From an optimization exercise on the open Yosys and OpenROAD flow, aimed at small area; shortcuts taken in it are not production practice.
Only simulation tests tie the RTL to the original design; equivalence was not proved.
The flow treats the clock pin as an ideal source. Dropping or thinning the clock tree relies on that and would not hold on a real chip.
Power and IR drop assume default switching activity.

==> flow/design.v (excerpt) <==
module super_mario_music (
    input wire clk_1MHz,  
    input wire rst,
    output reg piezo      
);
    reg [6:0]  a;         
    reg [4:0]  p;         
    reg [4:0]  cnt;       
    reg [13:0] b;         
    reg [13:0] t0;        
    reg [15:0] tc;        
    wire [8:0] u_o;
    smm_u u_rom (.i(a), .o(u_o));
    wire [3:0] tcode = u_o[3:0];
    wire [3:0] dv    = u_o[7:4];
    wire       last  = u_o[8];
    wire [6:0] nstart;
    smm_p p_rom (.i(p), .o(nstart));
    wire [5:0] t_o;
    smm_t t_rom (.i({piezo, tcode, cnt}), .o(t_o));
    wire [6:0] dl;
    smm_d d_rom (.i(t0[12:5]), .o(dl));
    function [13:0] add14_4(input [13:0] x, input [3:0] y);
        integer i; reg c;
        begin
            c = 1'b0;
            for (i = 0; i < 14; i = i + 1) begin
                add14_4[i] = x[i] ^ (i < 4 ? y[i] : 1'b0) ^ c;
                c = (x[i] & (i < 4 ? y[i] : 1'b0)) | (c & (x[i] ^ (i < 4 ? y[i] : 1'b0)));
            end
        end
    endfunction
    function gt14(input [13:0] x, input [13:0] y);  
        integer i; reg g;
        begin
            g = 1'b0;
            for (i = 0; i < 14; i = i + 1)
  ...
Size: roughly 62 flip-flops, roughly 3 I/O pins, ~5000 sq um of cells after synthesis.
make LEC_CHECK=0 ABC_AREA=1 CAP_MARGIN=20 CORE_MARGIN=2 CORE_UTILIZATION=40 SLEW_MARGIN=20 SYNTH_MEMORY_MAX_BITS=65536 finish   # period 125.0 ns
run.sh (not shown) runs the stock make flow with config.mk's settings and CLKGATE_MAP_FILE= SYNTH_SCRIPT=/design/flow/synth_recipe.tcl, a recipe that flattens the netlist after the stock synthesis.
The starting point completed without violations.
==> next run, changes <==
==> flow/flow/run.sh (new file) <==
#!/bin/bash
# Standard ORFS layout with one extra step: before floorplanning, every
# combinational cell is swapped to its smallest drive strength (the clock
# period is long, so the upsizing done during synthesis buys nothing).
# Each tool's full output goes to standard.log in this folder.
set -uo pipefail
export PRE_FLOORPLAN_TCL=$PWD/flow/downsize.tcl
bash standard.sh > standard.log 2>&1
==> flow/flow/downsize.tcl (new file) <==
# Swap each combinational cell to the smallest-area variant of the same function
# (same base name, different drive strength). Registers keep their cell type.
set db [ord::get_db]
set block [ord::get_db_block]
set dont_use {}
if {[info exists ::env(DONT_USE_CELLS)]} { set dont_use $::env(DONT_USE_CELLS) }
array set best {}
foreach lib [$db getLibs] {
  foreach m [$lib getMasters] {
    set n [$m getName]
    if {![regexp {^(sky130_fd_sc_hd__[a-z0-9]+)_([0-9]+)$} $n -> base drv]} { continue }
    set skip 0
    foreach pat $dont_use { if {[string match $pat $n]} { set skip 1 } }
    if {$skip} { continue }
    set a [expr {[$m getWidth] * [$m getHeight]}]
    if {![info exists best($base)] || $a < [lindex $best($base) 1]} { set best($base) [list $m $a] }
  }
}
set nswap 0
foreach inst [$block getInsts] {
  set m [$inst getMaster]
  set n [$m getName]
  if {![regexp {^(sky130_fd_sc_hd__[a-z0-9]+)_([0-9]+)$} $n -> base drv]} { continue }
  if {[regexp {^sky130_fd_sc_hd__(df|sdf|edf|dl|tap|fill|decap|conb|lpflow)} $n]} { continue }
  if {![info exists best($base)]} { continue }
  set bm [lindex $best($base) 0]
  set ba [lindex $best($base) 1]
  set a [expr {[$m getWidth] * [$m getHeight]}]
  if {$ba < $a} {
    $inst swapMaster $bm
    incr nswap
  }
}
puts "downsize: swapped $nswap instances"
==> flow/standard.sh (new file) <==
#!/bin/bash
# synth_recipe.tcl (not shown) runs the flow's synth.tcl, then flattens the netlist and writes it again
# the make line also repeats each setting of config.mk as NAME=value (left out here)
make -C /OpenROAD-flow-scripts/flow DESIGN_CONFIG=/design/flow/config.mk WORK_HOME=/design/flow/orfs CLKGATE_MAP_FILE= SYNTH_SCRIPT=/design/flow/synth_recipe.tcl "${@:-finish}"
Settings changed: CORE_UTILIZATION 40 to 70, CTS_BUF_LIST set to sky130_fd_sc_hd__clkbuf_8, CTS_CLUSTER_DIAMETER set to 500, CTS_CLUSTER_SIZE set to 100.
removed: flow/run.sh
Result: Hold slack is about the same. Worst setup slack is worse by 0.021 ns. Routed wire length grows by 5.0%.
==> next run, changes <==
==> flow/run.sh (new file) <==
#!/bin/bash
# synth_recipe.tcl (not shown) runs the flow's synth.tcl, then flattens the netlist and writes it again
# the make line also repeats each setting of config.mk as NAME=value (left out here)
make -C /OpenROAD-flow-scripts/flow DESIGN_CONFIG=/design/flow/config.mk WORK_HOME=/design/flow/orfs CLKGATE_MAP_FILE= SYNTH_SCRIPT=/design/flow/synth_recipe.tcl finish
removed: flow/flow/run.sh
removed: flow/flow/downsize.tcl
removed: flow/standard.sh
Result: Critical path depth does not change. Global-route usage drops by 2.3 points. Flip-flop and latch count stays the same. Non-clock buffer count is unchanged. Routed wire length drops by 3.4%. Final cell count climbs by 2.1%. First-iteration DRC count drops by 3.8%. Combinational power stays flat.
==> next run, changes <==
==> flow/flow/run.sh (new file) <==
#!/bin/bash
# standard layout, full log kept in the work folder
bash standard.sh > standard.log 2>&1
==> flow/standard.sh (new file) <==
#!/bin/bash
# synth_recipe.tcl (not shown) runs the flow's synth.tcl, then flattens the netlist and writes it again
# the make line also repeats each setting of config.mk as NAME=value (left out here)
make -C /OpenROAD-flow-scripts/flow DESIGN_CONFIG=/design/flow/config.mk WORK_HOME=/design/flow/orfs CLKGATE_MAP_FILE= SYNTH_SCRIPT=/design/flow/synth_recipe.tcl "${@:-finish}"
Settings changed: CORE_UTILIZATION 70 to 40, CTS_BUF_LIST sky130_fd_sc_hd__clkbuf_8 to unset, CTS_CLUSTER_DIAMETER 500 to unset, CTS_CLUSTER_SIZE 100 to unset.
removed: flow/run.sh
The changed run ran to the end with no violations.
Design area grows by 4.7%.
Clock-buffer cell count stays the same.
Wire length shrinks by 1.4%.
Die area grows by 71%.
First-iteration DRC count shrinks by 7.8%.
Power grows by 32%.
Utilization shrinks by 31 points.
Worst setup slack is better by 0.019 ns.
Cell count grows by 9.2%.
==> next run, changes <==
==> flow/flow/run.sh (replaced) <==
#!/bin/bash
# Standard ORFS layout with one extra step: before floorplanning, every
# combinational cell is swapped to its smallest drive strength (the clock
# period is long, so the upsizing done during synthesis buys nothing).
# Each tool's full output goes to standard.log in this folder.
set -uo pipefail
export PRE_FLOORPLAN_TCL=$PWD/flow/downsize.tcl
export CTS_ARGS="-sink_clustering_enable -sink_clustering_size 100 -sink_clustering_max_diameter 2000 -buf_list sky130_fd_sc_hd__clkbuf_16 -dont_use_dummy_load -repair_clock_nets"
bash standard.sh > standard.log 2>&1
==> flow/flow/downsize.tcl (new file) <==
# Swap each combinational cell to the smallest-area variant of the same function
# (same base name, different drive strength). Registers keep their cell type.
set db [ord::get_db]
set block [ord::get_db_block]
set dont_use {}
if {[info exists ::env(DONT_USE_CELLS)]} { set dont_use $::env(DONT_USE_CELLS) }
array set best {}
foreach lib [$db getLibs] {
  foreach m [$lib getMasters] {
    set n [$m getName]
    if {![regexp {^(sky130_fd_sc_hd__[a-z0-9]+)_([0-9]+)$} $n -> base drv]} { continue }
    set skip 0
    foreach pat $dont_use { if {[string match $pat $n]} { set skip 1 } }
    if {$skip} { continue }
    set a [expr {[$m getWidth] * [$m getHeight]}]
    if {![info exists best($base)] || $a < [lindex $best($base) 1]} { set best($base) [list $m $a] }
  }
}
set nswap 0
foreach inst [$block getInsts] {
  set m [$inst getMaster]
  set n [$m getName]
  if {![regexp {^(sky130_fd_sc_hd__[a-z0-9]+)_([0-9]+)$} $n -> base drv]} { continue }
  if {[regexp {^sky130_fd_sc_hd__(df|sdf|edf|dl|tap|fill|decap|conb|lpflow)} $n]} { continue }
  if {![info exists best($base)]} { continue }
  set bm [lindex $best($base) 0]
  set ba [lindex $best($base) 1]
  set a [expr {[$m getWidth] * [$m getHeight]}]
  if {$ba < $a} {
    $inst swapMaster $bm
    incr nswap
  }
}
puts "downsize: swapped $nswap instances"
Settings changed: CORE_UTILIZATION 40 to 70, CTS_BUF_LIST set to sky130_fd_sc_hd__clkbuf_8, CTS_CLUSTER_DIAMETER set to 500, CTS_CLUSTER_SIZE set to 100.
The new run finished with timing, DRC and antenna clean. Synthesized cell count does not change. Worst hold slack gets worse by 0.0034 ns. Worst setup slack gets worse by 0.0036 ns. Final area shrinks by a little under a tenth. First-iteration DRC count grows by about a fifth. Via count grows by a few percent. Fmax stays flat.

---

Another version of the RTL of super_mario_music (not shown whole).
Size: about 480 cells after synthesis.
Settings: LEC_CHECK=0, ABC_AREA=1, CAP_MARGIN=20, CORE_MARGIN=2, CORE_UTILIZATION=85, SLEW_MARGIN=20, SYNTH_MEMORY_MAX_BITS=65536; clock period 125.0 ns.
standard.sh (not shown) runs the stock make flow with config.mk's settings and CLKGATE_MAP_FILE= SYNTH_SCRIPT=/design/flow/synth_recipe.tcl, a recipe that flattens the netlist after the stock synthesis.
==> flow/flow/run.sh <==
#!/bin/bash
# The standard layout (standard.sh) with two extra steps:
#  * after synthesis, restructure.tcl re-maps the combinational logic of
#    1_synth.odb for area with OpenROAD's restructure (ABC) on the platform
#    liberty less its don't-use cells, and swaps every combinational cell to its
#    smallest drive strength (the clock period is long; synthesis's upsizing buys
#    nothing); registers are untouched;
#  * after CTS (ORFS POST_CTS hook), cts_single.tcl replaces the clock tree by
#    three clock buffers, each driving the registers of one area of the die, so
#    every register gets its clock through one buffer and all see the same clock
#    arrival; the port buffers become the smallest plain buffer.
# Each tool's full output goes to a log of its own in this folder.
set -uo pipefail
bash standard.sh synth > synth.log 2>&1 || exit 1
mkdir -p rmp_work
RMP_RESULTS=$PWD/orfs/results/$FLOW_PLATFORM/super_mario_music/base \
RMP_LIB=$FLOW_HOME/platforms/$FLOW_PLATFORM/lib/sky130_fd_sc_hd__tt_025C_1v80.lib \
RMP_WORK=$PWD/rmp_work \
  openroad -no_init -exit flow/restructure.tcl > restructure.log 2>&1 || exit 1
export POST_CTS_TCL=$PWD/flow/cts_single.tcl
export FLOW_CLOCK_PORT=clk_1MHz
export FLOW_CLOCK_BUF=sky130_fd_sc_hd__clkbuf_16
export FLOW_CLOCK_GROUPS=3
export CTS_ARGS="-buf_list sky130_fd_sc_hd__clkbuf_8 -dont_use_dummy_load -repair_clock_nets"
bash standard.sh > standard.log 2>&1
Other scripts of this flow, unchanged in this note and not shown: flow/flow/cts_single.tcl, flow/flow/downsize.tcl, flow/flow/libfilter.py, flow/flow/restructure.tcl
The starting point did not get past global placement without I/O with GPL-0301.
==> next run, changes <==
CORE_UTILIZATION = 78   (was 85)
The changed run ran to the end with no violations.
Synthesized cell count does not change.
Area after synthesis stays the same.
The clock cells of the second run of this note come from the design's own scripts or RTL, not from TritonCTS.

[what the ideal ports hide]
The results above use ideal ports. As a check the final layouts listed here were re-extracted and re-timed, cells and wires unchanged. Step 1: set_driving_cell puts a clkbuf_16 on clk_1MHz and a buf_2 on each other input, an assumption about the parent block. Step 2 also shifts input and output timing later by t, the mid clock arrival at the registers, as if the neighbouring blocks saw the same clock. Slacks: ideal / step 1 / step 2; pairs: ideal / step 1.
run	t, ns	setup slack, ns	worst register clock-pin slew, ns	worst data-port slew with drivers (ns)
the first run of note 1	0.366	98.778 / 98.740 / 98.934	0.06 / 0.06	0.03
the second run of note 1	0.368	98.757 / 98.727 / 98.936	0.07 / 0.07	0.03
the third run of note 1	0.365	98.760 / 98.725 / 98.941	0.07 / 0.07	0.03
the fourth run of note 1	0.366	98.778 / 98.740 / 98.934	0.06 / 0.06	0.03
the fifth run of note 1	0.361	98.775 / 98.740 / 98.922	0.05 / 0.05	0.03
the second run of note 2	0.202	99.309 / 99.248 / 99.324	0.09 / 0.09	0.03
After both steps setup and hold are still met in every run listed. The worst setup slack also covers recovery checks on asynchronous resets.
